Background: an optimization exercise with open tools, aiming at small area, a short achievable clock period and few clock cycles per item. Do not read the settings as production practice. At most, simulation tests tie the RTL to the original design; equivalence was not proved. For run 1, only the layout was checked, not whether the RTL still works. In every run shown here, the design's own scripts or RTL, not TritonCTS, make the clock network. The flow treats the clock pin as an ideal source. Dropping or thinning the clock tree relies on that and would not hold on a real chip.

--- design/flow/config.mk ---
export PLATFORM = sky130hd
export DESIGN_NAME = bnn_layer0
export DESIGN_NICKNAME = bnn_layer0
export VERILOG_FILES = /design/flow/design.v
export SDC_FILE = /design/flow/constraint.sdc
export NUM_CORES = 4
export LEC_CHECK = 0
export CAP_MARGIN = 20
export CORE_MARGIN = 2
export CORE_UTILIZATION = 40
export CTS_CLUSTER_DIAMETER = 80
export CTS_CLUSTER_SIZE = 20
export PLACE_DENSITY = 0.6
export SETUP_SLACK_MARGIN = 3.8
export SLEW_MARGIN = 20
export SYNTH_HIERARCHICAL = 1
export SYNTH_MINIMUM_KEEP_SIZE = 0
--- design/flow/constraint.sdc ---
create_clock -name core_clock -period 6.0 [get_ports {clk}]
set_input_delay 1.2000 -clock core_clock [delete_from_list [all_inputs] [get_ports {clk}]]
set_output_delay 1.2000 -clock core_clock [all_outputs]
set_load 0.01 [all_outputs]
--- design/flow/design.v ---
module bnn_layer0 (
    input  wire        clk,
    input  wire        reset_n,
    input  wire        i_run,
    output wire        o_idle,
    output wire        o_done,
    output wire [6:0]  addr_input,
    output wire        ce_input,
    input  wire [27:0] q_input,
    output wire [1:0]  addr_weight,
    output wire        ce_weight,
    input  wire [26:0] q_weight,
    output wire [6:0]  addr_output,
    output wire        we_output,
    output wire [25:0] d_output
);
localparam LAT = 2;               
localparam END = 87 + LAT;        
reg        busy;
reg  [6:0] cnt;                   
reg  [1:0] m3;                    
reg  [6:0] a_in;
reg  [1:0] rch;
reg        we;
reg  [6:0] a_out;
reg  [1:0] och;
reg        done;
wire start = i_run & ~busy;
always @(posedge clk or negedge reset_n) begin
    if (!reset_n) begin
        busy  <= 1'b0;
        cnt   <= 7'd0;
        m3    <= 2'd0;
        we    <= 1'b0;
        done  <= 1'b0;
    end else begin
        done <= busy && (cnt == END);
        if (start) begin
            busy <= 1'b1;
            cnt  <= 7'd1;
            m3   <= 2'd2;
        end else if (busy) begin
            cnt <= cnt + 7'd1;
            m3  <= (m3 == 2'd2) ? 2'd0 : m3 + 2'd1;
            if (cnt == END) busy <= 1'b0;
        end
        we <= busy && (cnt >= 9 + LAT) && (cnt <= 86 + LAT);
    end
end
wire nidle;
bnn_idle u_idle (
    .clk     (clk),
    .reset_n (reset_n),
    .d       (busy ? (cnt != END) : i_run),
    .q       (nidle)
);
wire nce;
bnn_idle u_nce (
    .clk     (clk),
    .reset_n (reset_n),
    .d       (busy & (cnt > 7'd82) & (cnt != END)),
    .q       (nce)
);
wire ce_in = ~nce;
always @(posedge clk or negedge reset_n) begin
    if (!reset_n) begin
        a_in <= 7'd0;
        rch  <= 2'd0;
    end else if (ce_in && (busy || i_run)) begin
        if (rch == 2'd2) begin
            rch  <= 2'd0;
            a_in <= a_in - 7'd55;
        end else begin
            rch  <= rch + 2'd1;
            a_in <= a_in + 7'd28;
        end
    end else begin
        a_in <= 7'd0;
        rch  <= 2'd0;
    end
end
always @(posedge clk) begin
    if (start) begin
        a_out <= 7'd0;
        och   <= 2'd0;
    end else if (we) begin
        if (och == 2'd2) begin
            och   <= 2'd0;
            a_out <= a_out - 7'd51;
        end else begin
            och   <= och + 2'd1;
            a_out <= a_out + 7'd26;
        end
    end
end
assign o_idle      = ~nidle;
assign o_done      = done;
assign addr_input  = a_in;
assign ce_input    = ce_in;
assign addr_weight = m3;
assign ce_weight   = busy;
assign addr_output = a_out;
assign we_output   = we;
reg [27:0] qd1, qd2;              
always @(posedge clk) begin
    qd1 <= q_input;
    qd2 <= qd1;
end
reg [27:0] win [0:8];
reg ld;
always @(posedge clk or negedge reset_n) begin
    if (!reset_n) ld <= 1'b0;
    else          ld <= busy && (cnt != END) && (m3 == 2'd0);
end
always @(posedge clk) begin
    if (ld) begin
        win[0] <= win[1]; win[1] <= win[2]; win[2] <= qd2;
        win[3] <= win[4]; win[4] <= win[5]; win[5] <= qd1;
        win[6] <= win[7]; win[7] <= win[8]; win[8] <= q_input;
    end
end
wire [25:0] res;
genvar s;
generate
    for (s = 0; s < 9; s = s + 1) begin : g_s
        wire [27:0] ww = win[s];
    end
endgenerate
bnn_group #(.NC(7)) u_g0 (.clk(clk), .q_weight(q_weight), .res(res[25:19]),
    .ws({g_s[0].ww[27:19], g_s[1].ww[27:19], g_s[2].ww[27:19], g_s[3].ww[27:19], g_s[4].ww[27:19],
         g_s[5].ww[27:19], g_s[6].ww[27:19], g_s[7].ww[27:19], g_s[8].ww[27:19]}));
bnn_group #(.NC(6)) u_g1 (.clk(clk), .q_weight(q_weight), .res(res[18:13]),
    .ws({g_s[0].ww[20:13], g_s[1].ww[20:13], g_s[2].ww[20:13], g_s[3].ww[20:13], g_s[4].ww[20:13],
         g_s[5].ww[20:13], g_s[6].ww[20:13], g_s[7].ww[20:13], g_s[8].ww[20:13]}));
bnn_group #(.NC(7)) u_g2 (.clk(clk), .q_weight(q_weight), .res(res[12:6]),
    .ws({g_s[0].ww[14:6], g_s[1].ww[14:6], g_s[2].ww[14:6], g_s[3].ww[14:6], g_s[4].ww[14:6],
         g_s[5].ww[14:6], g_s[6].ww[14:6], g_s[7].ww[14:6], g_s[8].ww[14:6]}));
bnn_group #(.NC(6)) u_g3 (.clk(clk), .q_weight(q_weight), .res(res[5:0]),
    .ws({g_s[0].ww[7:0], g_s[1].ww[7:0], g_s[2].ww[7:0], g_s[3].ww[7:0], g_s[4].ww[7:0],
         g_s[5].ww[7:0], g_s[6].ww[7:0], g_s[7].ww[7:0], g_s[8].ww[7:0]}));
reg [25:0] d_out;
always @(posedge clk) d_out <= res;
assign d_output = d_out;
endmodule
module bnn_idle (
    input  wire clk,
    input  wire reset_n,
    input  wire d,
    output reg  q
);
always @(posedge clk or negedge reset_n) begin
    if (!reset_n) q <= 1'b0;
    else          q <= d;
end
endmodule
module bnn_group #(
    parameter NC = 7
) (
    input  wire              clk,
    input  wire [9*(NC+2)-1:0] ws,
    input  wire [26:0]       q_weight,
    output wire [NC-1:0]     res
);
localparam NB = NC + 2;
reg [26:0] w_reg;                 
always @(posedge clk) w_reg <= q_weight;
genvar j, s, k;
generate
    for (j = 0; j < NC; j = j + 1) begin : g_col
        wire [26:0] d, w;
        for (s = 0; s < 9; s = s + 1) begin : g_s
            for (k = 0; k < 3; k = k + 1) begin : g_k
                assign d[s*3 + k] = ws[(8 - s)*NB + NB - 1 - j - k];
                assign w[s*3 + k] = w_reg[26 - (s*3 + k)];
            end
        end
        bnn_col u_col (.clk(clk), .d(d), .w(w), .o(res[NC - 1 - j]));
    end
endgenerate
endmodule
module bnn_col (
    input  wire        clk,
    input  wire [26:0] d,
    input  wire [26:0] w,
    output wire        o
);
wire [26:0] m = d ^ w;
wire [8:0] s1, c1;                
wire [2:0] as_, ac, bs, bc;       
genvar i;
generate
    for (i = 0; i < 9; i = i + 1) begin : g_l1
        bnn_fa u_fa (.a(m[3*i]), .b(m[3*i+1]), .c(m[3*i+2]), .s(s1[i]), .co(c1[i]));
    end
    for (i = 0; i < 3; i = i + 1) begin : g_l2
        bnn_fa u_fa1 (.a(s1[3*i]), .b(s1[3*i+1]), .c(s1[3*i+2]), .s(as_[i]), .co(ac[i]));
        bnn_fa u_fa2 (.a(c1[3*i]), .b(c1[3*i+1]), .c(c1[3*i+2]), .s(bs[i]), .co(bc[i]));
    end
endgenerate
wire x0 = (as_[0] & as_[1]) | (as_[0] & as_[2]) | (as_[1] & as_[2]);
reg       rx0;
reg [2:0] r_ac, r_bs, r_bc;
always @(posedge clk) begin
    rx0  <= x0;
    r_ac <= ac;
    r_bs <= bs;
    r_bc <= bc;
end
wire y_s, y_c, z_s, z_c, u_s, u_c;
bnn_fa u_y (.a(r_ac[0]), .b(r_ac[1]), .c(r_ac[2]), .s(y_s), .co(y_c));
bnn_fa u_z (.a(r_bs[0]), .b(r_bs[1]), .c(r_bs[2]), .s(z_s), .co(z_c));
bnn_fa u_u (.a(r_bc[0]), .b(r_bc[1]), .c(r_bc[2]), .s(u_s), .co(u_c));
wire [2:0] ra = {rx0, y_s, z_s};
wire [2:0] rb = {y_c, z_c, u_s};
wire       rc = u_c;
wire a_ge1 = |ra;
wire a_eq3 = &ra;
wire b_ge1 = |rb;
wire b_ge2 = (rb[0] & rb[1]) | (rb[0] & rb[2]) | (rb[1] & rb[2]);
wire b_eq3 = &rb;
wire ge = (rc & (b_ge2 | (b_ge1 & a_ge1) | a_eq3))
        | (b_eq3 & a_ge1)
        | (b_ge2 & a_eq3);
assign o = ~ge;
endmodule
module bnn_fa (
    input  wire a,
    input  wire b,
    input  wire c,
    output wire s,
    output wire co
);
assign s  = a ^ b ^ c;
assign co = (a & b) | (a & c) | (b & c);
endmodule
--- design/flow/flow/run.sh ---
#!/bin/bash
# The standard layout (standard.sh) with two changes:
#  * plain buffers (buf_2) on the ports, instead of the delay cells that
#    buffer_ports picks and that the later resizing keeps (same footprint);
#  * the clock tree: after clock_tree_synthesis, manual_cts.tcl (the POST_CTS
#    hook) rebuilds it as a two-level balanced tree, clk port -> 4 root
#    buffers -> leaf buffers -> flip-flops (see manual_cts.tcl). The CTS step's
#    own timing repair is skipped, since it would size for the tree that is
#    replaced; the hook repairs hold, and global routing repairs setup.
# Each tool's full output is in standard.log and in ORFS's logs.
set -o pipefail
here=$(cd "$(dirname "$0")" && pwd)
cp standard.sh standard_copy.txt 2>/dev/null
export BUFFER_PORTS_ARGS="-buffer_cell sky130_fd_sc_hd__buf_2"
export POST_CTS_TCL="$here/manual_cts.tcl"
bash standard.sh SKIP_CTS_REPAIR_TIMING=1 finish > standard.log 2>&1
--- design/flow/flow/manual_cts.tcl ---
# POST_CTS hook: replaces the clock tree that clock_tree_synthesis built with a
# two-level balanced tree: the clk port drives NR root buffers, each root
# drives the leaf buffers of its part of the die, and each leaf buffer drives
# a cluster of nearby flip-flops. Every register gets the same number of
# buffers (2) between the clock port and its clock pin; the tree only has
# fewer levels than the H-tree clock_tree_synthesis builds for this design.
set mcts_K  30
set mcts_NR 4
set block [ord::get_db_block]
set db [ord::get_db]
set clknet [$block findNet clk]

# 1. collect the tree built by CTS: buffers reached from clk, and the sinks
set tree_insts {}
set tree_nets {}
set sinks {}
set todo [list $clknet]
while {[llength $todo]} {
  set net [lindex $todo 0]
  set todo [lrange $todo 1 end]
  foreach it [$net getITerms] {
    if {[$it isOutputSignal]} continue
    set inst [$it getInst]
    set m [[$inst getMaster] getName]
    if {[string match "sky130_fd_sc_hd__clkbuf_*" $m] || [string match "sky130_fd_sc_hd__buf_*" $m] || [string match "sky130_fd_sc_hd__clkinv*" $m] || [string match "sky130_fd_sc_hd__inv_*" $m]} {
      if {[lsearch -exact $tree_insts $inst] >= 0} continue
      set out [$inst findITerm X]
      if {$out eq "NULL" || $out eq ""} { set out [$inst findITerm Y] }
      set onet [$out getNet]
      if {[string match "*inv*" $m] && $onet ne "NULL" && $onet ne ""} { error "manual_cts: inverter $m in the clock tree" }
      lappend tree_insts $inst
      if {$onet ne "NULL" && $onet ne ""} { lappend tree_nets $onet; lappend todo $onet }
    } else {
      lappend sinks $it
    }
  }
}
puts "manual_cts: [llength $tree_insts] CTS buffers, [llength $sinks] sinks"

# 2. remove that tree; every sink back on clk
foreach it $sinks { $it disconnect; $it connect $clknet }
foreach inst $tree_insts { odb::dbInst_destroy $inst }
foreach net $tree_nets { if {[llength [$net getITerms]] == 0 && [llength [$net getBTerms]] == 0} { odb::dbNet_destroy $net } }

# 3. clusters of sinks (capacity-limited k-means)
set pts {}
foreach it $sinks {
  set inst [$it getInst]
  lassign [$inst getLocation] x y
  set m [$inst getMaster]
  lappend pts [list $it [expr {$x + [$m getWidth]/2}] [expr {$y + [$m getHeight]/2}]]
}
set n [llength $pts]
set sorted [lsort -real -index 1 $pts]
set cents {}
set cols [expr {int(ceil(sqrt($mcts_K)))}]
set rows [expr {int(ceil(double($mcts_K)/$cols))}]
set per [expr {int(ceil(double($n)/$cols))}]
for {set c 0} {$c < $cols} {incr c} {
  set band [lsort -real -index 2 [lrange $sorted [expr {$c*$per}] [expr {($c+1)*$per-1}]]]
  set bp [expr {int(ceil(double([llength $band])/$rows))}]
  for {set r 0} {$r < $rows} {incr r} {
    set grp [lrange $band [expr {$r*$bp}] [expr {($r+1)*$bp-1}]]
    if {[llength $grp] == 0} continue
    set sx 0; set sy 0
    foreach g $grp { set sx [expr {$sx + [lindex $g 1]}]; set sy [expr {$sy + [lindex $g 2]}] }
    lappend cents [list [expr {$sx/[llength $grp]}] [expr {$sy/[llength $grp]}]]
  }
}
set K [llength $cents]
set cap [expr {int(ceil(double($n)/$K)) + 3}]
for {set iter 0} {$iter < 15} {incr iter} {
  set pairs {}
  set i 0
  foreach s $pts {
    set k 0
    foreach c $cents {
      lappend pairs [list [expr {abs([lindex $s 1]-[lindex $c 0]) + abs([lindex $s 2]-[lindex $c 1])}] $i $k]
      incr k
    }
    incr i
  }
  set pairs [lsort -real -index 0 $pairs]
  array unset asg
  array unset cnt
  for {set k 0} {$k < $K} {incr k} { set cnt($k) 0; set ax($k) 0; set ay($k) 0 }
  set done 0
  foreach p $pairs {
    lassign $p d i k
    if {[info exists asg($i)] || $cnt($k) >= $cap} continue
    set asg($i) $k
    incr cnt($k)
    incr done
    if {$done == $n} break
  }
  for {set i 0} {$i < $n} {incr i} {
    set k $asg($i)
    set s [lindex $pts $i]
    set ax($k) [expr {$ax($k) + [lindex $s 1]}]
    set ay($k) [expr {$ay($k) + [lindex $s 2]}]
  }
  set newc {}
  for {set k 0} {$k < $K} {incr k} {
    if {$cnt($k) > 0} { lappend newc [list [expr {$ax($k)/$cnt($k)}] [expr {$ay($k)/$cnt($k)}]] } else { lappend newc [lindex $cents $k] }
  }
  set cents $newc
}

# 4. leaf buffers at the cluster centres
set bufm [$db findMaster sky130_fd_sc_hd__clkbuf_16]
set leaves {}
for {set k 0} {$k < $K} {incr k} {
  if {$cnt($k) == 0} continue
  set inst [odb::dbInst_create $block $bufm "mcts_leaf_$k"]
  lassign [lindex $cents $k] cx cy
  $inst setLocation [expr {int($cx)}] [expr {int($cy)}]
  $inst setPlacementStatus PLACED
  set net [odb::dbNet_create $block "mcts_net_leaf_$k"]
  $net setSigType CLOCK
  [$inst findITerm X] connect $net
  set leafnet($k) $net
  lappend leaves [list [$inst findITerm A] $cx $cy]
}
for {set i 0} {$i < $n} {incr i} {
  set it [lindex [lindex $pts $i] 0]
  $it disconnect
  $it connect $leafnet($asg($i))
}

# 5. root buffers, one per sector of leaves, driven by the clk port
set mx 0; set my 0
foreach l $leaves { set mx [expr {$mx + [lindex $l 1]}]; set my [expr {$my + [lindex $l 2]}] }
set mx [expr {$mx / [llength $leaves]}]
set my [expr {$my / [llength $leaves]}]
set ang {}
foreach l $leaves { lappend ang [list [expr {atan2([lindex $l 2]-$my, [lindex $l 1]-$mx)}] $l] }
set ang [lsort -real -index 0 $ang]
set per [expr {int(ceil(double([llength $ang])/$mcts_NR))}]
for {set r 0} {$r < $mcts_NR} {incr r} {
  set grp [lrange $ang [expr {$r*$per}] [expr {($r+1)*$per-1}]]
  if {[llength $grp] == 0} continue
  set sx 0; set sy 0
  foreach g $grp { set sx [expr {$sx + [lindex [lindex $g 1] 1]}]; set sy [expr {$sy + [lindex [lindex $g 1] 2]}] }
  set inst [odb::dbInst_create $block $bufm "mcts_root_$r"]
  $inst setLocation [expr {int($sx/[llength $grp])}] [expr {int($sy/[llength $grp])}]
  $inst setPlacementStatus PLACED
  set net [odb::dbNet_create $block "mcts_net_root_$r"]
  $net setSigType CLOCK
  [$inst findITerm X] connect $net
  [$inst findITerm A] connect $clknet
  foreach g $grp { [lindex [lindex $g 1] 0] connect $net }
}
puts "manual_cts: [llength $leaves] leaf buffers, $mcts_NR root buffers"

# 6. legalize, then hold repair for the new clock arrival times
detailed_placement
estimate_parasitics -placement
report_clock_latency
repair_timing -hold -hold_margin 0
detailed_placement
check_placement -verbose
estimate_parasitics -placement
puts "manual_cts: worst setup slack [worst_slack -max], hold [worst_slack -min]"
--- design/flow/standard.sh ---
#!/bin/bash
# synth_recipe.tcl (not shown) runs the flow's synth.tcl, then flattens the netlist and writes it again
# the make line also repeats each setting of config.mk as NAME=value (left out here)
make -C /OpenROAD-flow-scripts/flow DESIGN_CONFIG=/design/flow/config.mk WORK_HOME=/design/flow/orfs CLKGATE_MAP_FILE= SYNTH_SCRIPT=/design/flow/synth_recipe.tcl "${@:-finish}"
==> summary.txt, run 1 <==
- The run finished with no timing, DRC or antenna violations.
- The highest fanout seen on the critical path is 2.
- Global routing finished with a remaining overflow of 0.
- The floorplan step defined a core boundary enclosing 88500 um^2.
- The number of instances in the synthesized netlist is 2365.
- The number of flip-flops and latches in the synthesized netlist is 735.
- The final critical path time including I/O delays and setup is 2310 ps.
- The total clock sinks is 735.
- In the final layout, the multi-input gates occupy 18700 um^2.
- The largest total area in the synthesized netlist belongs to sky130_fd_sc_hd__fa_1.
- The vertical extent of the die is 303 um.
- The pre-antenna-repair detailed-routing pass consisted of 7 iterations.
- The count of standard-cell rows is 109.
- The floorplan step defined a die boundary enclosing 91800 um^2.
- The detailed-placement wirelength estimate is 63900 um.
- Of the synthesized area, sequential elements account for 48.5%.
- Setup violations remaining at the end of the flow were counted as 0.
- The origin of the worst min-delay path is qd1[0]$_DFF_P_.
- Across the run, the number of max-cap violations was 0.
- The port buffer count is 104.
- The overall track demand over capacity in global routing is 18.4%.
- The via count of the first global-routing pass is 20205.
- The startpoint identified for the worst register-to-register timing path is win[6][20]$_DFFE_PP_.
- The worst endpoint required time is 6280 ps.
- The number of violations reported at the end of detailed-routing iteration 0 is 1103.
- For the worst flop-to-flop path, the logic depth is 5.
- The tightest min-delay check is of the reg -> reg type.
- The non-filler instance count after layout is 3695.
- The primary flip-flop cell chosen by synthesis mapping is sky130_fd_sc_hd__dfxtp_1.
- The final number of max-transition violations is 0.
- The register with the most flip-flops in the layout has 252 of them.
- 105 I/O pins were placed.
- The width of the chip is 303 um.
- The clock latency on the worst-skew pair is 410 ps.
- In this run the cell area of the synthesized design comes to 35800 um^2.
- The endpoint of the worst hold path is qd2[0]$_DFF_P_.
- At the pin with the least slew margin, the transition time is 911 ps.
- STA classifies the critical path startpoint as a flop.
- The number of remaining DRC errors is 0.
- In the final routed layout, each cell accounts on average for 22.4 um.
- The maximum achievable frequency is 434 MHz.
- Averaged over all synthesized cells, the footprint is 15.1 um^2.
- For this run, the post-layout net count is 3066.
- Including well taps, the total number of placed cells is 3630.
- The sequential standard cell area is 17600 um^2.
- The area overhead of the layout relative to synthesis is 10.7%.
- The largest registers in the layout are win x252, qd1 x28, qd2 x28.
- The number of nets with antenna violations after detailed routing is 0.
- The clock skew is 55.7 ps.
- The timing startpoint of the critical path is win[6][20]$_DFFE_PP_.
- The overall routed net length is 82900 um.
- The register with the most flip-flops in the final layout is win.
- Summed over its instances, the top area cell type makes up 26.2% of the synthesized netlist area.
- After layout, the worst path uses 38.4% of the clock period.
- Counting flops with a built-in enable in the synthesized netlist gives 252.
- The clock slew seen by the registers of the worst setup and hold paths is 100 ps.
- The worst relative slew slack is 39.3%.
- The count of synthesis-stage warnings from yosys is 12.
- The proportion of register bits with asynchronous set or reset after synthesis is 3.27%.
- Counting the fill cells in the layout gives 7787.
- The routed layout has 18216 vias.
- The setup TNS is 0 ps.
- The post-synth net total is 2900.
- The hold violation count in the final report was 0.
- The count of unique library cells instantiated by Yosys is 49.
- The worst reg2reg path endpoint is u_g0.g_col[5].u_col.rx0$_DFF_P_.
- Setup repair after global routing could not meet its margin everywhere.
- By area the synthesized netlist is led by sky130_fd_sc_hd__fa_1, sky130_fd_sc_hd__dfxtp_1, sky130_fd_sc_hd__edfxtp_1.
- The initial standard-cell utilization of the core is 40.4%.
- The fraction of layout cells with a size suffix above 1 is 15.9%.
- The critical path in this run is classified as reg -> reg.
- The initial antenna violation count is 15.
- The data arrival time at the worst-slack endpoint is 2580 ps.
- Entering global routing, the biggest net connects 112 pins.
- Setup slack on the worst reg-to-reg path comes out at 3690 ps.
- Counting instances, the worst hold path has a depth of 0.
- After detailed routing, the number of vias per cell comes to 4.93.
- The capturing element type of the critical path is a flop.
- The global-route wire length before repair is 125000 um.
- The routability congestion estimate from global placement is 0.849.
layer usage:
layer / global-route usage (%) / up-vias / part of all wire [%]
li1: - / 8045 / -
met1: 25.0 / 9569 / 43
met2: 30.3 / 459 / 48
met3: 3.24 / 131 / 5.4
met4: 5.54 / 12 / 3.1
met5: 0 / - / 0.083
kinds of logic after synthesis:
| family | after synthesis | share of synthesized area [%] |
|---|---|---|
| compound gates | 224 | 4.21 |
| xor+xnor | 710 | 17.4 |
| fa+ha+maj | 503 | 27.2 |
| buf+inv | 45 | 0.476 |
| flops | 735 | 48.5 |
| mux | 2 | 0.0560 |
| simple gates | 146 | 2.11 |
synth_stat cells (9+ instances only):
cell type and count:
sky130_fd_sc_hd__inv_1 38, sky130_fd_sc_hd__and2_1 27, sky130_fd_sc_hd__dfxtp_1 459, sky130_fd_sc_hd__and3_1 26, sky130_fd_sc_hd__o21ai_0 30, sky130_fd_sc_hd__nor2_1 21
sky130_fd_sc_hd__fa_1 468, sky130_fd_sc_hd__xor2_1 704, sky130_fd_sc_hd__dfrtp_1 24, sky130_fd_sc_hd__edfxtp_1 252, sky130_fd_sc_hd__ha_1 9, sky130_fd_sc_hd__o31a_1 26
sky130_fd_sc_hd__o21ai_1 53, sky130_fd_sc_hd__a21oi_1 37, sky130_fd_sc_hd__o221ai_1 26, sky130_fd_sc_hd__a31o_2 27, sky130_fd_sc_hd__nand2_1 42, sky130_fd_sc_hd__maj3_1 26
critical path, cell delays in order (launching register included):
cell	delay, ps
sky130_fd_sc_hd__edfxtp_1	470
sky130_fd_sc_hd__buf_4	190
sky130_fd_sc_hd__xor2_2	160
sky130_fd_sc_hd__fa_1	570
sky130_fd_sc_hd__fa_1	440
sky130_fd_sc_hd__maj3_1	360
final cells by class:
class / instances / area share [%]
Sequential cell: 735 / 44.5
Multi-Input combinational cell: 1585 / 47.4
Timing Repair Buffer: 137 / 1.97
Inverter: 38 / 0.360
Buffer: 34 / 2.15
Antenna cell: 1 / 0.00632
Tap cell: 1165 / 3.68
metrics by stage:
stage | util [%] | setup slack (ps) | area (um^2) | hold slack [ps]
floorplan | - | 3550 | 35800 | 327
global placement | 42.7 | 3440 | 37800 | 331
detailed placement | 42.7 | 3500 | 37800 | 337
global route | 44.7 | 3660 | 39600 | 348
finish | 44.7 | 3690 | 39600 | 348
how the worst max path moves through the flow:
stage                                            to  slack, ps  cells after the start
detailed placement  u_g0.g_col[6].u_col.rx0$_DFF_P_       3500                      4
finish              u_g0.g_col[5].u_col.rx0$_DFF_P_       3690                      5
global route        u_g0.g_col[5].u_col.rx0$_DFF_P_       3660                      5
floorplan                       win[0][0]$_DFFE_PP_       3550                      0
global placement    u_g0.g_col[6].u_col.rx0$_DFF_P_       3440                      4
modules after synthesis, one instance, submodules excluded, excerpt:
module      times used  cells inside
bnn_layer0           1           513
bnn_idle             2             1
bnn_fa             468             1
bnn_col             26            49
placed cells by master (no fill, tap or decap), types with 4 or more instances in the layout:
cell | Yosys | layout
sky130_fd_sc_hd__nand2b_1 | 6 | 6
sky130_fd_sc_hd__a31o_2 | 27 | 27
sky130_fd_sc_hd__and2_1 | 27 | 27
sky130_fd_sc_hd__nor3_1 | 8 | 8
sky130_fd_sc_hd__dfxtp_2 | 0 | 77
sky130_fd_sc_hd__xor2_2 | 0 | 65
sky130_fd_sc_hd__edfxtp_1 | 252 | 252
sky130_fd_sc_hd__dfrtp_1 | 24 | 17
sky130_fd_sc_hd__buf_2 | 1 | 104
sky130_fd_sc_hd__ha_1 | 9 | 9
sky130_fd_sc_hd__maj3_1 | 26 | 13
sky130_fd_sc_hd__o221ai_1 | 26 | 26
sky130_fd_sc_hd__clkbuf_16 | 0 | 34
sky130_fd_sc_hd__o31a_1 | 26 | 26
sky130_fd_sc_hd__buf_4 | 0 | 31
sky130_fd_sc_hd__o21ai_0 | 30 | 30
sky130_fd_sc_hd__a21oi_1 | 37 | 37
sky130_fd_sc_hd__inv_1 | 38 | 38
sky130_fd_sc_hd__nor2_1 | 21 | 21
sky130_fd_sc_hd__nand2_1 | 42 | 42
sky130_fd_sc_hd__and3_1 | 26 | 26
sky130_fd_sc_hd__dfxtp_1 | 459 | 346
sky130_fd_sc_hd__o21ai_1 | 53 | 53
sky130_fd_sc_hd__dfrtp_2 | 0 | 5
sky130_fd_sc_hd__dfxtp_4 | 0 | 36
sky130_fd_sc_hd__xnor2_1 | 6 | 6
sky130_fd_sc_hd__maj3_2 | 0 | 13
sky130_fd_sc_hd__xor2_1 | 704 | 639
sky130_fd_sc_hd__nor2b_1 | 4 | 4
sky130_fd_sc_hd__fa_1 | 468 | 467
==> run 2, diff against run 1 <==
--- a/design/flow/design.v
+++ b/design/flow/design.v
@@ -99,5 +99,5 @@
 assign ce_input    = ce_in;
 assign addr_weight = m3;
-assign ce_weight   = busy;
+assign ce_weight   = nidle;          
 assign addr_output = a_out;
 assign we_output   = we;
@@ -198,18 +198,17 @@
     end
 endgenerate
-wire x0 = (as_[0] & as_[1]) | (as_[0] & as_[2]) | (as_[1] & as_[2]);
-reg       rx0;
-reg [2:0] r_ac, r_bs, r_bc;
-always @(posedge clk) begin
-    rx0  <= x0;
+reg [2:0] r_as, r_ac, r_bs, r_bc;
+always @(posedge clk) begin
+    r_as <= as_;
     r_ac <= ac;
     r_bs <= bs;
     r_bc <= bc;
 end
+wire x0 = (r_as[0] & r_as[1]) | (r_as[0] & r_as[2]) | (r_as[1] & r_as[2]);
 wire y_s, y_c, z_s, z_c, u_s, u_c;
 bnn_fa u_y (.a(r_ac[0]), .b(r_ac[1]), .c(r_ac[2]), .s(y_s), .co(y_c));
 bnn_fa u_z (.a(r_bs[0]), .b(r_bs[1]), .c(r_bs[2]), .s(z_s), .co(z_c));
 bnn_fa u_u (.a(r_bc[0]), .b(r_bc[1]), .c(r_bc[2]), .s(u_s), .co(u_c));
-wire [2:0] ra = {rx0, y_s, z_s};
+wire [2:0] ra = {x0, y_s, z_s};
 wire [2:0] rb = {y_c, z_c, u_s};
 wire       rc = u_c;
--- a/design/flow/config.mk
+++ b/design/flow/config.mk
@@ -12,5 +12,5 @@
 export CTS_CLUSTER_SIZE = 20
 export PLACE_DENSITY = 0.6
-export SETUP_SLACK_MARGIN = 3.8
+export SETUP_SLACK_MARGIN = 3.95
 export SLEW_MARGIN = 20
 export SYNTH_HIERARCHICAL = 1
==> run 2 against run 1 <==
  * Sequential cell count up 52
  * Utilization down 0.64 points
  * Fmax up 5.3%
  * Sequential share of layout area up 0.46 points
  * First-iteration DRC count down 2.6%
  * Setup slack better by 120 ps
  * Die area up 5.3%
  * Wire length up 3.4%
==> summary.txt, run 2 <==
- The area overhead of the layout relative to synthesis is 9.17%.
- The highest fanout seen on the critical path was 6 (+4).
- The met1 wire length is 37800 um (+5.1%).
- The number of flip-flops and latches in the synthesized netlist came to 787 (+7.1%).
- The hold violation count in the final report is 0 (unchanged).
- The maximum cell stage delay along the critical path came to 480 ps (-90 ps).
- The number of remaining DRC errors is 0 (unchanged).
- The pin count of the biggest net entering global routing is 160 (+43%).
- The reg-to-reg startpoint is u_g2.w_reg[20]$_DFF_P_.
- The routability congestion estimate from global placement came to 0.840 (-1.0%).
- The total instance count after detailed placement was 3796 (+4.6%).
- The overall routed net length is 85700 um (+3.4%).
- The worst min-delay path class is reg -> reg.
- The clock skew is 49.7 ps (-5.93 ps).
- The proportion of register bits with asynchronous set or reset after synthesis came to 3.05% (-0.22 points).
- The startpoint identified for the worst hold timing path is qd1[5]$_DFF_P_.
- The kind of cell adding the most delay to the critical path is flip-flops.
- The post-layout net count was 3138 (+2.3%).
- The vias after detailed routing came to 19311 (+6.0%).
- The library cells used most frequently in the layout, excluding fill and tap cells, are sky130_fd_sc_hd__xor2_1, sky130_fd_sc_hd__fa_1, sky130_fd_sc_hd__dfxtp_1, sky130_fd_sc_hd__edfxtp_1, sky130_fd_sc_hd__buf_2.
- The count of unique library cells instantiated by Yosys is 52 (+6.1%).
- The count of synthesis-stage warnings from yosys is 12 (unchanged).
- Ranked by instance count, the synthesized netlist is headed by sky130_fd_sc_hd__xor2_1, sky130_fd_sc_hd__dfxtp_1, sky130_fd_sc_hd__fa_1.
- The post-synth net total is 2978 (+2.7%).
- The via count of the first global-routing pass is 21833 (+8.1%).
- The post-route fraction of the period consumed by the critical path is 36.5% (-1.9 points).
- The number of vias per cell is 5.00 (+1.5%).
- The number of iterations in the first detailed-routing pass came to 5 (-2).
- The non-filler instance count after layout came to 3860 (+4.5%).
- The fraction of the yosys area taken by sequential cells came to 48.8% (+0.29 points).
- The fraction of layout cells with a size suffix above 1 was 11.8% (-4.1 points).
- The count of endpoints failing setup in the final report was 0 (unchanged).
- The most frequent cell after synthesis is sky130_fd_sc_hd__xor2_1.
- The top-level port count is 105 (unchanged).
- The number of nets with antenna violations after detailed routing was 0 (unchanged).
- The number of instances in the synthesized netlist is 2443 (+3.3%).
- Leaving out fill and tap cells, the most frequent cell in the layout is sky130_fd_sc_hd__xor2_1.
- The number of flops mapped to enable cells by yosys is 252 (unchanged).
- The register bank with the most flops is win.
- The total die area is 96700 um^2 (+5.3%).
- The global-route wire length before repair is 132000 um (+5.1%).
- Traced cell by cell, the critical path runs through buf_6.
- The initial antenna violation count is 11 (-4).
- The kind of start point of the critical path is a flop.
- The top cell type's share of synthesized area is 27.1% (+0.95 points).
- The cell accounting for the most synthesized area is sky130_fd_sc_hd__dfxtp_1.
- The initial standard-cell utilization of the core is 40.4% (about the same).
- The final routed wire length divided by cell count was 22.2 um (-1.0%).
- The run finished with no timing, DRC or antenna violations.
- The critical path starts at we$_DFF_PN0_.
- The largest registers in the layout are win x252, qd1 x28, qd2 x28.
- After synthesis, the cell types taking the most area are sky130_fd_sc_hd__dfxtp_1, sky130_fd_sc_hd__fa_1, sky130_fd_sc_hd__edfxtp_1.
- Setup repair after global routing could not meet its margin everywhere.
- The aggregate global routing overflow is 0 (unchanged).
- The worst relative slew slack is 52.3% (+13 points).
- The primary flip-flop cell chosen by synthesis mapping is sky130_fd_sc_hd__dfxtp_1.
- The slowest cell on the critical path is sky130_fd_sc_hd__dfrtp_2.
- The port buffer count is 104 (unchanged).
- The detailed-placement wirelength estimate came to 66300 um (+3.7%).
- The width of the chip was 311 um (+2.6%).
- The buffering stage count on the worst path with inverters included is 1 (unchanged).
- The overall track demand over capacity in global routing is 17.8% (-0.63 points).
- The data arrival time at the worst-slack endpoint is 990 ps (-1590 ps).
- The final critical path time including I/O delays and setup is 2190 ps (-117 ps).
- The core area came to 93300 um^2 (+5.4%).
- The worst endpoint required time was 4800 ps (-1480 ps).
- The count of standard-cell rows is 112 (+2.8%).
- The number of violations reported at the end of detailed-routing iteration 0 came to 1074 (-2.6%).
- The clock latency on the worst-skew pair is 400 ps (about the same).
- The critical path in this run is classified as reg -> out.
- The final number of max-transition violations came to 0 (unchanged).
- The post-synthesis cell area is 37700 um^2 (+5.4%).
- The number of maximum-capacitance violations is 0 (unchanged).
- The routed length on met3 is 3610 um (-19%).
- The worst setup path is captured at a primary output.
- The total clock sinks is 787 (+7.1%).
- The met2 wirelength from detailed routing is 42700 um (+7.2%).
- The vertical extent of the die is 311 um (+2.6%).
- The maximum achievable frequency is 457 MHz (+5.3%).
- The transition at the pin with the smallest max-transition slack was 716 ps (-195 ps).
- The highest layer touched by signal routing is met5.
- The clock slew seen by the registers of the worst setup and hold paths is 100 ps (about the same).
- The setup TNS is 0 ps (unchanged).
- The number of flip-flops in the largest register is 252 (unchanged).
- The synthesized area divided by synthesized cell count is 15.4 um^2 (+2.0%).
## run 2: cell types whose count changed in the layout (fill, tap and decap cells not counted), moves of 27 or more
| cell | change |
|---|---|
| sky130_fd_sc_hd__a21o_1 | +52 |
| sky130_fd_sc_hd__inv_1 | -27 |
| sky130_fd_sc_hd__o21ai_1 | -52 |
| sky130_fd_sc_hd__dfxtp_1 | +114 |
| sky130_fd_sc_hd__xor2_2 | -65 |
| sky130_fd_sc_hd__dfxtp_2 | -32 |
| sky130_fd_sc_hd__dfxtp_4 | -30 |
| sky130_fd_sc_hd__xor2_1 | +65 |
## run 2: per-stage QoR
stage | util [%] | cell area, um^2 | setup WS, ps | hold WS [ps]
6_report | 44.1 | 41100 | 3810 | 355
5_1_grt | 44.1 | 41100 | 3770 | 361
3_5_place_dp | 42.6 | 39800 | 3760 | 335
3_3_place_gp | 42.6 | 39800 | 3750 | 334
2_1_floorplan | - | 37700 | 3550 | 327
## run 2: worst paths after layout
path                                                       endpoint  slack [ps]  cells past startpoint
worst max-delay path                                      we_output        3810                      1
worst min-delay path                                 qd2[5]$_DFF_P_         360                      0
worst max register to register  u_g2.g_col[2].u_col.r_ac[0]$_DFF_P_        3980                      3
worst min register to register                       qd2[5]$_DFF_P_         360                      0
max in group asynchronous                         a_in[4]$_DFF_PN0_        4780                      1
min in group asynchronous                        cnt[4]$_DFFE_PN0P_         810                      1
## run 2: kinds of logic after synthesis
| family | count (synthesis) | share of synthesized area (%) |
|---|---|---|
| mux | 2 | 0.0531 |
| flops | 787 | 48.8 |
| fa+ha+maj | 503 | 25.9 |
| compound gates | 302 | 6.33 |
| xor+xnor | 710 | 16.5 |
| buf+inv | 19 | 0.193 |
| simple gates | 120 | 2.17 |
## run 2: layout make-up
type	count	area, um^2
fillers	8294	52200
multi-input cells	1637	19200
flip-flops and latches	787	18500
well taps	1254	1570
repair buffers	131	908
plain buffers	34	851
clock inverters	2	60.1
inverters	12	45.0
diodes	3	7.51
## run 2: modules after synthesis (local to each module, per instance), a selection
module	flops+latches	copies in the design	cells	cell area, um^2
bnn_fa	0	468	1	20.0
bnn_col	12	26	52	587
bnn_idle	1	2	1	25.0
bnn_layer0	365	1	513	10800
## run 2: per-layer routing
layer / up-vias / global-route usage (%)
met3: 89 / 2.65
met2: 395 / 30.6
li1: 8644 / -
met4: 6 / 3.46
met5: - / 0
met1: 10177 / 24.1
Testbench counts of run 2, summed over its fixed seeds: cycles 8,648, runs 96.
==> run 3, diff against run 2 <==
--- a/design/flow/flow/manual_cts.tcl
+++ b/design/flow/flow/manual_cts.tcl
@@ -5,5 +5,5 @@
 # buffers (2) between the clock port and its clock pin; the tree only has
 # fewer levels than the H-tree clock_tree_synthesis builds for this design.
-set mcts_K  30
+set mcts_K  40
 set mcts_NR 4
 set block [ord::get_db_block]
--- a/design/flow/config.mk
+++ b/design/flow/config.mk
@@ -12,5 +12,5 @@
 export CTS_CLUSTER_SIZE = 20
 export PLACE_DENSITY = 0.6
-export SETUP_SLACK_MARGIN = 3.95
+export SETUP_SLACK_MARGIN = 3.85
 export SLEW_MARGIN = 20
 export SYNTH_HIERARCHICAL = 1
==> run 3 against run 2 <==
  * Sequential cell count unchanged
  * Synthesized cell count stayed put
==> summary.txt, run 3 <==
- The worst setup path is of the reg -> out kind.
- The fraction of the yosys area taken by sequential cells is 48.8% (unchanged).
- The detailed-placement wirelength estimate came to 66300 um (about the same).
- The endpoint of the worst hold path is qd2[22]$_DFF_P_.
- The count of standard-cell rows is 112 (unchanged).
- The clock skew was 43.2 ps (-6.58 ps).
- Setup repair after global routing could not meet its margin everywhere.
- The kind of cell adding the most delay to the critical path is flip-flops.
- The overall track demand over capacity in global routing is 17.9% (+0.097 points).
- The width of the chip is 311 um (unchanged).
- The post-placement worst setup slack is 3780 ps (+16.4 ps).
- The worst setup path is launched from a flop.
- The largest registers in the layout are win x252, qd1 x28, qd2 x28.
- The global-route wire length before repair is 132000 um (+0.32%).
- The total die area was 96700 um^2 (unchanged).
- The vertical extent of the die is 311 um (unchanged).
- The count of synthesis-stage warnings from yosys is 12 (unchanged).
- The maximum achievable frequency was 461 MHz (+0.82%).
- By area the synthesized netlist is led by sky130_fd_sc_hd__dfxtp_1, sky130_fd_sc_hd__fa_1, sky130_fd_sc_hd__edfxtp_1.
- The number of violations reported at the end of detailed-routing iteration 0 is 1221 (+14%).
- The overall routed net length came to 85900 um (+0.19%).
- The count of endpoints failing setup in the final report is 0 (unchanged).
- The number of flops mapped to enable cells by yosys is 252 (unchanged).
- The number of nets with antenna violations after detailed routing is 0 (unchanged).
- The core area is 93300 um^2 (unchanged).
- The worst min-delay path class is reg -> reg.
- The transition at the pin with the smallest max-transition slack is 1010 ps (+297 ps).
- The critical path depth in cells is 1 (unchanged).
- The number of vias per cell came to 5.03 (+0.53%).
- The clock latency on the worst-skew pair is 430 ps (+30 ps).
- The number of remaining DRC errors is 0 (unchanged).
- The cell count of the worst reg-to-reg path is 3 (unchanged).
- The buffering stage count on the worst path with inverters included was 1 (unchanged).
- The biggest area contributor in the post-synthesis netlist is sky130_fd_sc_hd__dfxtp_1.
- The number of flip-flops and latches in the synthesized netlist is 787 (unchanged).
- The slowest cell on the critical path is sky130_fd_sc_hd__dfrtp_2.
- The final routed wire length divided by cell count came to 22.2 um (-0.12%).
- The worst endpoint required time is 4800 ps (about the same).
- The setup TNS is 0 ps (unchanged).
- The cell depth of the worst hold path was 0 (unchanged).
- The count of unique library cells instantiated by Yosys is 52 (unchanged).
- The register with the most flip-flops in the final layout is win.
- The maximum cell stage delay along the critical path is 430 ps (-50 ps).
- The vias after detailed routing is 19473 (+0.84%).
- The number of iterations in the first detailed-routing pass is 5 (unchanged).
- The capturing element type of the critical path is a primary output.
- The post-route fraction of the period consumed by the critical path is 36.2% (-0.30 points).
- The number of instances in the synthesized netlist is 2443 (unchanged).
- The post-layout net count is 3149 (+0.35%).
- The reg-to-reg startpoint is u_g2.w_reg[3]$_DFF_P_.
- The highest fanout seen on the critical path was 3 (-3).
- The top-level port count is 105 (unchanged).
- The endpoint identified for the worst register-to-register timing path is u_g2.g_col[5].u_col.r_as[2]$_DFF_P_.
- The worst relative slew slack is 32.5% (-20 points).
- The final number of max-transition violations is 0 (unchanged).
- The register-to-register path setup slack is 3930 ps (-50 ps).
- The routability congestion estimate from global placement is 0.835 (-0.68%).
- The library cells used most frequently in the layout, excluding fill and tap cells, are sky130_fd_sc_hd__xor2_1, sky130_fd_sc_hd__dfxtp_1, sky130_fd_sc_hd__fa_1, sky130_fd_sc_hd__edfxtp_1, sky130_fd_sc_hd__buf_2.
- The hold violation count in the final report is 0 (unchanged).
- The slack of the critical path is 3830 ps (+17.8 ps).
- Sorting the synthesized cells by how often they occur yields sky130_fd_sc_hd__xor2_1, sky130_fd_sc_hd__dfxtp_1, sky130_fd_sc_hd__fa_1.
- The post-synth net total came to 2978 (unchanged).
- In this run the most critical hold path is launched from qd1[22]$_DFF_P_.
- The proportion of register bits with asynchronous set or reset after synthesis came to 3.05% (unchanged).
- The number of maximum-capacitance violations came to 0 (unchanged).
- The number of flip-flops in the largest register was 252 (unchanged).
- The critical path goes through buf_2.
- The total clock sinks was 787 (unchanged).
- The most frequent cell after synthesis is sky130_fd_sc_hd__xor2_1.
- In the synthesized netlist the dominant register cell turns out to be sky130_fd_sc_hd__dfxtp_1.
- The port buffer count is 104 (unchanged).
- The initial antenna violation count is 9 (-2).
- Leaving out fill and tap cells, the most frequent cell in the layout is sky130_fd_sc_hd__xor2_1.
- The fraction of layout cells with a size suffix above 1 was 10.6% (-1.2 points).
- The top cell type's share of synthesized area is 27.1% (unchanged).
- The pin count of the biggest net entering global routing came to 162 (+1.3%).
- The clock slew seen by the registers of the worst setup and hold paths is 80 ps (-20 ps).
- The data arrival time at the worst-slack endpoint was 970 ps (-20 ps).
- The aggregate global routing overflow is 0 (unchanged).
- Compared with the post-synthesis result, the final layout area differs by 9.30%.
- The via count of the first global-routing pass is 21595 (-1.1%).
- The final critical path time including I/O delays and setup is 2170 ps (-17.8 ps).
- The run finished with no timing, DRC or antenna violations.
- The post-synthesis cell area came to 37700 um^2 (unchanged).
- The initial standard-cell utilization of the core is 40.4% (unchanged).
- The synthesized area divided by synthesized cell count is 15.4 um^2 (unchanged).
[run 3: cell types whose count changed in the layout (fill, tap and decap cells not counted), sizes merged]
cell	previous run	this run
bufinv	2	0
clkbuf	35	46
diode	3	6
[run 3: per-module statistics from Yosys, one instance, submodules excluded, a selection]
module	cells inside	flip-flops and latches	area, um^2
bnn_layer0	513	365	10800
bnn_col	52	12	587
bnn_idle	1	1	25.0
bnn_fa	1	0	20.0
[run 3: final cells by class]
class,instances,area [um^2]
multi-input combinational,1637,19200
inverter,12,45.0
timing repair buffer,130,759
buffer,46,1150
tap,1254,1570
antenna,6,15.0
sequential,787,18400
fill,8370,52100
[run 3: logic make-up (layout without fill, tap and decap cells)]
logic type,count (synthesis),count (layout),share of synthesized area [%]
AO/OA/AOI/OAI,302,302,6.33
other,0,6,0
buffers and inverters,19,188,0.193
flip-flops,787,787,48.8
multiplexers,2,2,0.0531
XOR/XNOR,710,710,16.5
adder cells (fa/ha/maj),503,503,25.9
AND/OR/NAND/NOR,120,120,2.17
[run 3: metrics by stage]
stage | utilization, % | cell area [um^2] | hold slack, ps | std cells
6_report | 44.1 | 41200 | 346 | 3872
5_1_grt | 44.1 | 41200 | 355 | 3866
3_5_place_dp | 42.6 | 39800 | 337 | 3796
3_3_place_gp | 42.6 | 39800 | 333 | 3796
2_1_floorplan | - | 37700 | 327 | 2443
[run 3: worst reg2reg max path, delay by kind of cell, from the launching register on]
family | cells | cell delay (ps)
DFF | 1 | 730
xor gates and xnor gates | 1 | 260
adders and majority gates | 2 | 930
[run 3: layer usage]
metal | wire [um] | vias up | track usage (%)
li1 | - | 8674 | -
met1 | 38300 | 10262 | 25.1
met2 | 42000 | 412 | 29.7
met3 | 3780 | 115 | 2.60
met4 | 1780 | 10 | 3.69
met5 | 56 | - | 0
[run 3: how the worst max path moves through the flow]
stage,startpoint,end,slack [ps]
final,we$_DFF_PN0_,we_output,3830
after global placement,i_run,a_out[3]$_SDFFE_PP0P_,3760
after global routing,a_in[1]$_DFFE_PN0P_,addr_input[1],3790
after floorplan,ld$_DFF_PN0_,win[0][0]$_DFFE_PP_,3550
after detailed placement,i_run,a_out[3]$_SDFFE_PP0P_,3780
==> run 4, diff against run 3 <==
--- a/design/flow/flow/manual_cts.tcl
+++ b/design/flow/flow/manual_cts.tcl
@@ -5,5 +5,5 @@
 # buffers (2) between the clock port and its clock pin; the tree only has
 # fewer levels than the H-tree clock_tree_synthesis builds for this design.
-set mcts_K  40
+set mcts_K  30
 set mcts_NR 4
 set block [ord::get_db_block]
--- a/design/flow/config.mk
+++ b/design/flow/config.mk
@@ -6,4 +6,5 @@
 export NUM_CORES = 4
 export LEC_CHECK = 0
+export ABC_AREA = 1
 export CAP_MARGIN = 20
 export CORE_MARGIN = 2
==> run 4 against run 3 <==
  * Fmax is 3.4% lower
  * Hold slack gained 2.4 ps
  * Area after synthesis rose by 0.17%
  * Still clean on timing, DRC and antenna
  * Global-route usage decreased by 1.0 points
  * Final cell count is 10% higher
  * Critical path type unchanged
  * Critical endpoint unchanged
==> summary.txt, run 4 <==
- The worst relative slew slack is 43.7% (+11 points).
- The initial standard-cell utilization of the core is 40.4% (about the same).
- The fraction of the yosys area taken by sequential cells is 48.7% (-0.084 points).
- The clock slew seen by the registers of the worst setup and hold paths is 100 ps (+20 ps).
- The final critical path time including I/O delays and setup is 2250 ps (+75.9 ps).
- The hold violation count in the final report was 0 (unchanged).
- The number of remaining DRC errors came to 0 (unchanged).
- The signal on the critical path passes through buf_2.
- The number of flip-flops and latches in the synthesized netlist is 787 (unchanged).
- The overall routed net length is 80500 um (-6.3%).
- Ranked by total cell area, the synthesized netlist is headed by sky130_fd_sc_hd__dfxtp_1, sky130_fd_sc_hd__fa_1, sky130_fd_sc_hd__edfxtp_1.
- Yosys instantiated no cell more often than sky130_fd_sc_hd__xor2_1.
- The vertical extent of the die came to 311 um (about the same).
- The clock latency on the worst-skew pair is 410 ps (-20 ps).
- The type of the setup path with the least slack is reg -> out.
- The core area is 93500 um^2 (+0.15%).
- The port buffer count is 104 (unchanged).
- The data arrival time at the worst-slack endpoint is 1050 ps (+80 ps).
- The number of flops mapped to enable cells by yosys is 252 (unchanged).
- The maximum cell stage delay along the critical path is 490 ps (+60 ps).
- The post-layout net count is 3551 (+13%).
- The post-synth net total is 3400 (+14%).
- The synthesized area divided by synthesized cell count is 13.2 um^2 (-15%).
- The setup TNS came to 0 ps (unchanged).
- The commonest cells after synthesis are sky130_fd_sc_hd__xor2_1, sky130_fd_sc_hd__dfxtp_1, sky130_fd_sc_hd__fa_1.
- Leaving out fill and tap cells, the most frequent cells in the layout are sky130_fd_sc_hd__xor2_1, sky130_fd_sc_hd__dfxtp_1, sky130_fd_sc_hd__fa_1, sky130_fd_sc_hd__nand2_1, sky130_fd_sc_hd__edfxtp_1.
- The post-synthesis cell area is 37800 um^2 (+0.17%).
- The number of nets with antenna violations after detailed routing is 0 (unchanged).
- The final routed wire length divided by cell count was 18.9 um (-15%).
- The proportion of register bits with asynchronous set or reset after synthesis is 3.05% (unchanged).
- The detailed-placement wirelength estimate is 62900 um (-5.1%).
- The number of flip-flops in the largest register came to 252 (unchanged).
- The total clock sinks came to 787 (unchanged).
- The number of instances in the synthesized netlist is 2865 (+17%).
- The top cell type's share of synthesized area is 27.1% (-0.047 points).
- The count of endpoints failing setup in the final report is 0 (unchanged).
- The buffering stage count on the worst path with inverters included is 1 (unchanged).
- Among all stages on the critical path, the largest delay is contributed by sky130_fd_sc_hd__dfrtp_2.
- The initial antenna violation count was 16 (+7).
- The maximum achievable frequency came to 445 MHz (-3.4%).
- The kind of cell adding the most delay to the critical path is flip-flops.
- In the final layout, the registers with the most flip-flops are win x252, qd1 x28, qd2 x28.
- The final number of max-transition violations is 0 (unchanged).
- The count of standard-cell rows was 112 (unchanged).
- The total die area is 96900 um^2 (+0.17%).
- The top-level port count came to 105 (unchanged).
- The clock skew is 64.0 ps (+20.8 ps).
- The pin count of the biggest net entering global routing came to 134 (-17%).
- The via count of the first global-routing pass came to 20279 (-6.1%).
- The number of violations reported at the end of detailed-routing iteration 0 is 1123 (-8.0%).
- The aggregate global routing overflow came to 0 (unchanged).
- The overall track demand over capacity in global routing came to 16.9% (-1.0 points).
- The number of iterations in the first detailed-routing pass came to 7 (+2).
- The min-delay analysis places its worst path in the category reg -> reg.
- The area overhead of the layout relative to synthesis is 8.26%.
- The library cell used most frequently in the layout, excluding fill and tap cells, is sky130_fd_sc_hd__xor2_1.
- The number of maximum-capacitance violations came to 0 (unchanged).
- The worst setup path is launched from a flop.
- The tightest hold margin is 349 ps (+2.39 ps).
- The flow ran to the end and the layout has no timing, DRC or antenna violations.
- The worst setup path is captured at a primary output.
- The count of synthesis-stage warnings from yosys is 12 (unchanged).
- The width of the chip was 311 um (about the same).
- The transition at the pin with the smallest max-transition slack came to 845 ps (-168 ps).
- More flip-flops sit in one register than any other, and that register is win.
- The global-route wire length before repair is 123000 um (-6.9%).
- The cell accounting for the most synthesized area is sky130_fd_sc_hd__dfxtp_1.
- The most used flip-flop cell after synthesis is sky130_fd_sc_hd__dfxtp_1.
- The count of unique library cells instantiated by Yosys is 29 (-44%).
- The highest fanout seen on the critical path was 9 (+6).
- The routability congestion estimate from global placement is 0.797 (-4.5%).
- The post-route fraction of the period consumed by the critical path is 37.5% (+1.3 points).
- The number of vias per cell came to 4.49 (-11%).
- The worst endpoint required time came to 4800 ps (about the same).
- Setup repair after global routing could not meet its margin everywhere.
- The fraction of layout cells with a size suffix above 1 is 7.03% (-3.5 points).
- The number of antenna cells inserted is 0 (-6).
- The vias after detailed routing is 19148 (-1.7%).
run 4: layer usage:
| metal | up-vias | global-route usage, % | routed length [um] |
|---|---|---|---|
| met3 | 59 | 1.69 | 2970 |
| met5 | - | 0 | 10 |
| li1 | 9123 | - | - |
| met4 | 2 | 2.77 | 1280 |
| met1 | 9645 | 24.1 | 36800 |
| met2 | 319 | 28.5 | 39400 |
run 4: worst reg2reg max path, delay by kind of cell (launching register included):
family                   cells  cell delay, ps
adder cells (fa/ha/maj)      2            1020
flip-flops                   1             690
XOR/XNOR                     1             260
run 4: area by class of cell:
class                   instances  area [um^2]
fillers                      8570        52600
plain buffers                  34          851
repair buffers                118          667
multi-input cells            1852        18500
well taps                    1254         1570
inverters                     223          837
clock inverters                 1         30.0
flip-flops and latches        787        18400
run 4: cells by family (layout without fill, tap and decap cells):
kind of cell	after synthesis	in the layout	synth area share, %
flip-flops	787	787	48.7
AND/OR/NAND/NOR	579	579	6.29
AO/OA/AOI/OAI	94	94	1.29
buffers and inverters	226	376	2.29
adder cells (fa/ha/maj)	477	477	25.1
XOR/XNOR	702	702	16.3
run 4: modules after synthesis, one instance, submodules excluded, excerpt:
module	times used	flip-flops and latches	cells
bnn_col	26	12	66
bnn_idle	2	1	1
bnn_fa	468	0	1
bnn_layer0	1	365	571
run 4: path summary, 6_finish.rpt:
path / startpoint / end / slack [ps] / cells past startpoint
min in group asynchronous: reset_n / u_idle.q$_DFF_PN0_ / 800 / 1
max in group asynchronous: reset_n / ld$_DFF_PN0_ / 4760 / 1
max reg2reg: u_g2.w_reg[16]$_DFF_P_ / u_g2.g_col[5].u_col.r_as[1]$_DFF_P_ / 3970 / 3
min: qd1[15]$_DFF_P_ / qd2[15]$_DFF_P_ / 350 / 0
max: we$_DFF_PN0_ / we_output / 3750 / 1
min reg2reg: qd1[15]$_DFF_P_ / qd2[15]$_DFF_P_ / 350 / 0
run 4: through the flow:
stage / utilization, % / setup slack [ps] / instance area [um^2] / instances
global placement: 42.6 / 3780 / 39800 / 4222
detailed placement: 42.6 / 3740 / 39800 / 4222
global route: 43.7 / 3690 / 40900 / 4269
floorplan: - / 3550 / 37800 / 2865
finish: 43.7 / 3750 / 40900 / 4269
==> run 5, diff against run 4 <==
--- a/design/flow/config.mk
+++ b/design/flow/config.mk
@@ -6,5 +6,4 @@
 export NUM_CORES = 4
 export LEC_CHECK = 0
-export ABC_AREA = 1
 export CAP_MARGIN = 20
 export CORE_MARGIN = 2
==> run 5 against run 4 <==
  * Critical path depth stayed put
  * Fmax is 4.8% higher
  * Hold slack worse by 9.9 ps
  * Largest cell class unchanged
  * First-iteration DRC count is 12% higher
  * Utilization hardly changed
  * Area after synthesis is 0.17% lower
  * Wire length is 6.1% higher
==> summary.txt, run 5 <==
- The core area is 93300 um^2 (-0.15%).
- STA classifies the critical path endpoint as a primary output.
- In this design, the largest share of critical-path delay is due to flip-flops.
- The maximum achievable frequency is 466 MHz (+4.8%).
- The top-level port count is 105 (unchanged).
- The non-filler instance count after layout is 3849 (-9.8%).
- The synthesized area divided by synthesized cell count is 15.4 um^2 (+17%).
- The number of flip-flops in the largest register is 252 (unchanged).
- The count of unique library cells instantiated by Yosys is 52 (+79%).
- The post-route fraction of the period consumed by the critical path is 35.7% (-1.7 points).
- The worst setup path is launched from a flop.
- The final routed wire length divided by cell count is 22.2 um (+18%).
- The fraction of the yosys area taken by sequential cells was 48.8% (+0.084 points).
- The global-route wire length before repair came to 132000 um (+7.1%).
- The final number of max-transition violations is 0 (unchanged).
- The width of the chip is 311 um (about the same).
- The proportion of register bits with asynchronous set or reset after synthesis was 3.05% (unchanged).
- The worst endpoint required time came to 4800 ps (about the same).
- The clock skew was 50.6 ps (-13.3 ps).
- The number of flip-flops and latches in the synthesized netlist came to 787 (unchanged).
- The slowest cell on the critical path is sky130_fd_sc_hd__dfrtp_2.
- The worst relative slew slack is 32.5% (-11 points).
- Of all cell types, the one taking the most synthesized area is sky130_fd_sc_hd__dfxtp_1.
- The port buffer count is 104 (unchanged).
- The register-to-register path setup slack is 3920 ps (-50 ps).
- The final core area utilization is 43.7% (about the same).
- The number of violations reported at the end of detailed-routing iteration 0 is 1263 (+12%).
- The pin count of the biggest net entering global routing is 162 (+21%).
- The maximum cell stage delay along the critical path is 450 ps (-40 ps).
- In the layout the commonest cells are sky130_fd_sc_hd__xor2_1, sky130_fd_sc_hd__dfxtp_1, sky130_fd_sc_hd__fa_1, sky130_fd_sc_hd__edfxtp_1, sky130_fd_sc_hd__buf_2.
- The total clock sinks was 787 (unchanged).
- The highest fanout seen on the critical path was 4 (-5).
- The clock latency on the worst-skew pair is 410 ps (about the same).
- The run finished with no timing, DRC or antenna violations.
- The post-synthesis cell area is 37700 um^2 (-0.17%).
- The slack of the critical path came to 3860 ps (+103 ps).
- The hold violation count in the final report is 0 (unchanged).
- The number of vias per cell is 5.02 (+12%).
- More flip-flops sit in one register than any other, and that register is win.
- The tightest min-delay check is of the reg -> reg type.
- The count of endpoints failing setup in the final report is 0 (unchanged).
- Yosys attributes the largest share of cell area to sky130_fd_sc_hd__dfxtp_1, sky130_fd_sc_hd__fa_1, sky130_fd_sc_hd__edfxtp_1.
- The number of nets with antenna violations after detailed routing was 0 (unchanged).
- The number of remaining DRC errors came to 0 (unchanged).
- The data arrival time at the worst-slack endpoint is 940 ps (-110 ps).
- The overall track demand over capacity in global routing is 17.9% (+0.96 points).
- The primary flip-flop cell chosen by synthesis mapping is sky130_fd_sc_hd__dfxtp_1.
- The setup TNS came to 0 ps (unchanged).
- Leaving out fill and tap cells, the most frequent cell in the layout is sky130_fd_sc_hd__xor2_1.
- The number of fill cells was 8384 (-2.2%).
- The routability congestion estimate from global placement is 0.835 (+4.7%).
- The count of standard-cell rows was 112 (unchanged).
- The commonest cells after synthesis are sky130_fd_sc_hd__xor2_1, sky130_fd_sc_hd__dfxtp_1, sky130_fd_sc_hd__fa_1.
- The detailed-placement wirelength estimate is 66300 um (+5.4%).
- The post-synth net total is 2978 (-12%).
- The initial standard-cell utilization of the core was 40.4% (about the same).
- The via count of the first global-routing pass is 21493 (+6.0%).
- The post-placement worst setup slack is 3780 ps (+37.4 ps).
- The area overhead of the layout relative to synthesis came to 8.25% (about the same).
- The initial antenna violation count was 6 (-10).
- The total instance count after detailed placement is 3796 (-10%).
- The final critical path time including I/O delays and setup is 2140 ps (-103 ps).
- The number of maximum-capacitance violations was 0 (unchanged).
- Setup repair after global routing could not meet its margin everywhere.
- The post-layout net count is 3126 (-12%).
- The largest registers in the layout are win x252, qd1 x28, qd2 x28.
- The most frequent cell after synthesis is sky130_fd_sc_hd__xor2_1.
- The overall routed net length is 85400 um (+6.1%).
- The transition at the pin with the smallest max-transition slack is 1010 ps (+167 ps).
- The total die area is 96700 um^2 (-0.17%).
- The buffering stage count on the worst path with inverters included is 1 (unchanged).
- Walking the worst path, the cells encountered are buf_6.
- The number of iterations in the first detailed-routing pass came to 7 (unchanged).
- The top cell type's share of synthesized area is 27.1% (+0.047 points).
- The vertical extent of the die is 311 um (about the same).
- The aggregate global routing overflow is 0 (unchanged).
- The setup path with the least slack is of type reg -> out.
- The number of instances in the synthesized netlist was 2443 (-15%).
- The number of flops mapped to enable cells by yosys was 252 (unchanged).
- The fraction of layout cells with a size suffix above 1 is 9.62% (+2.6 points).
- The vias after detailed routing is 19339 (+1.0%).
- The clock slew seen by the registers of the worst setup and hold paths is 110 ps (about the same).
- The count of synthesis-stage warnings from yosys is 12 (unchanged).
run 5: cell count changes after synthesis, sizes merged, moves of 42 or more:
cell | previous run | this run
a21o | 0 | 53
inv | 197 | 12
nand2 | 419 | 16
nand3 | 45 | 3
nor2 | 107 | 21
run 5: logic make-up (layout without fill, tap and decap cells):
kind of cell	after synthesis	in the layout	share of synthesized area [%]
AND/OR/NAND/NOR	120	120	2.17
other	0	6	0
AO/OA/AOI/OAI	302	302	6.33
XOR/XNOR	710	710	16.5
flip-flops	787	787	48.8
multiplexers	2	2	0.0531
adder cells (fa/ha/maj)	503	503	25.9
buffers and inverters	19	165	0.193
run 5: through the flow:
| stage | instance area [um^2] | hold slack (ps) |
|---|---|---|
| after global placement | 39800 | 333 |
| after detailed placement | 39800 | 337 |
| after floorplan | 37700 | 327 |
| final | 40800 | 339 |
| after global routing | 40800 | 355 |
run 5: path summary, 6_finish.rpt:
| kind | startpoint | to | cells after the start |
|---|---|---|---|
| setup reg to reg | u_g2.w_reg[6]$_DFF_P_ | u_g2.g_col[3].u_col.r_as[2]$_DFF_P_ | 3 |
| setup / recovery | a_in[1]$_DFFE_PN0P_ | addr_input[1] | 1 |
| hold / removal | qd1[26]$_DFF_P_ | qd2[26]$_DFF_P_ | 0 |
| min in group asynchronous | reset_n | a_in[3]$_DFF_PN0_ | 1 |
| hold reg to reg | qd1[26]$_DFF_P_ | qd2[26]$_DFF_P_ | 0 |
| max in group asynchronous | reset_n | ld$_DFF_PN0_ | 1 |
run 5: metal layers:
layer / vias to the layer above / track usage, % / part of all wire, %
met3: 90 / 2.11 / 4.3
li1: 8612 / - / -
met4: 6 / 3.92 / 2.0
met1: 10241 / 25.2 / 45
met5: - / 0 / 0.039
met2: 390 / 29.7 / 49
run 5: Yosys stat by module (local to each module, per instance), a selection:
module,flip-flops and latches,times used,cells,area [um^2]
bnn_layer0,365,1,513,10800
bnn_col,12,26,52,587
bnn_idle,1,2,1,25.0
bnn_fa,0,468,1,20.0
run 5: layout make-up:
class | instances | area [um^2] | area share (%)
well taps | 1254 | 1570 | 3.85
repair buffers | 119 | 677 | 1.66
diodes | 6 | 15.0 | 0.0368
multi-input cells | 1637 | 19200 | 47.1
plain buffers | 34 | 851 | 2.09
flip-flops and latches | 787 | 18400 | 45.2
inverters | 12 | 45.0 | 0.110

[what the ideal ports hide]
Ports are ideal in the flow. The routed layouts listed here were re-timed in OpenROAD.
Step 1 (the two cells are an assumption about what drives the block):
set clk [get_ports {clk}]
set_driving_cell -lib_cell sky130_fd_sc_hd__clkbuf_16 $clk
set_driving_cell -lib_cell sky130_fd_sc_hd__buf_2 [delete_from_list [all_inputs] $clk]
Step 2 times the ports against the registers' clock, not the clock port: input delays grow and output delays shrink by t, the midpoint of the rising clock arrivals with the driver on.
a / b / c = ideal ports / drivers / drivers and shift; a / b = the first two.
run	t (ns)	setup WS [ns]	worst setup path after step 2	clock arrival spread, ns	worst slew at a driven data input, ns
run 1	0.520	3.695 / 3.599 / 3.679	input to register	0.056 / 0.056	0.06
run 2	0.518	3.811 / 3.670 / 3.756	input to register	0.063 / 0.063	0.15
run 3	0.547	3.829 / 3.690 / 3.756	input to register	0.044 / 0.043	0.06
run 4	0.510	3.753 / 3.624 / 3.973	register to register	0.069 / 0.068	0.16
run 5	0.524	3.856 / 3.716 / 3.748	input to register	0.054 / 0.053	0.06
After both steps setup and hold are still met in every run listed. For run 5, which loses most, drivers alone change the setup slack by -0.140 ns; drivers and shift together by -0.108 ns.
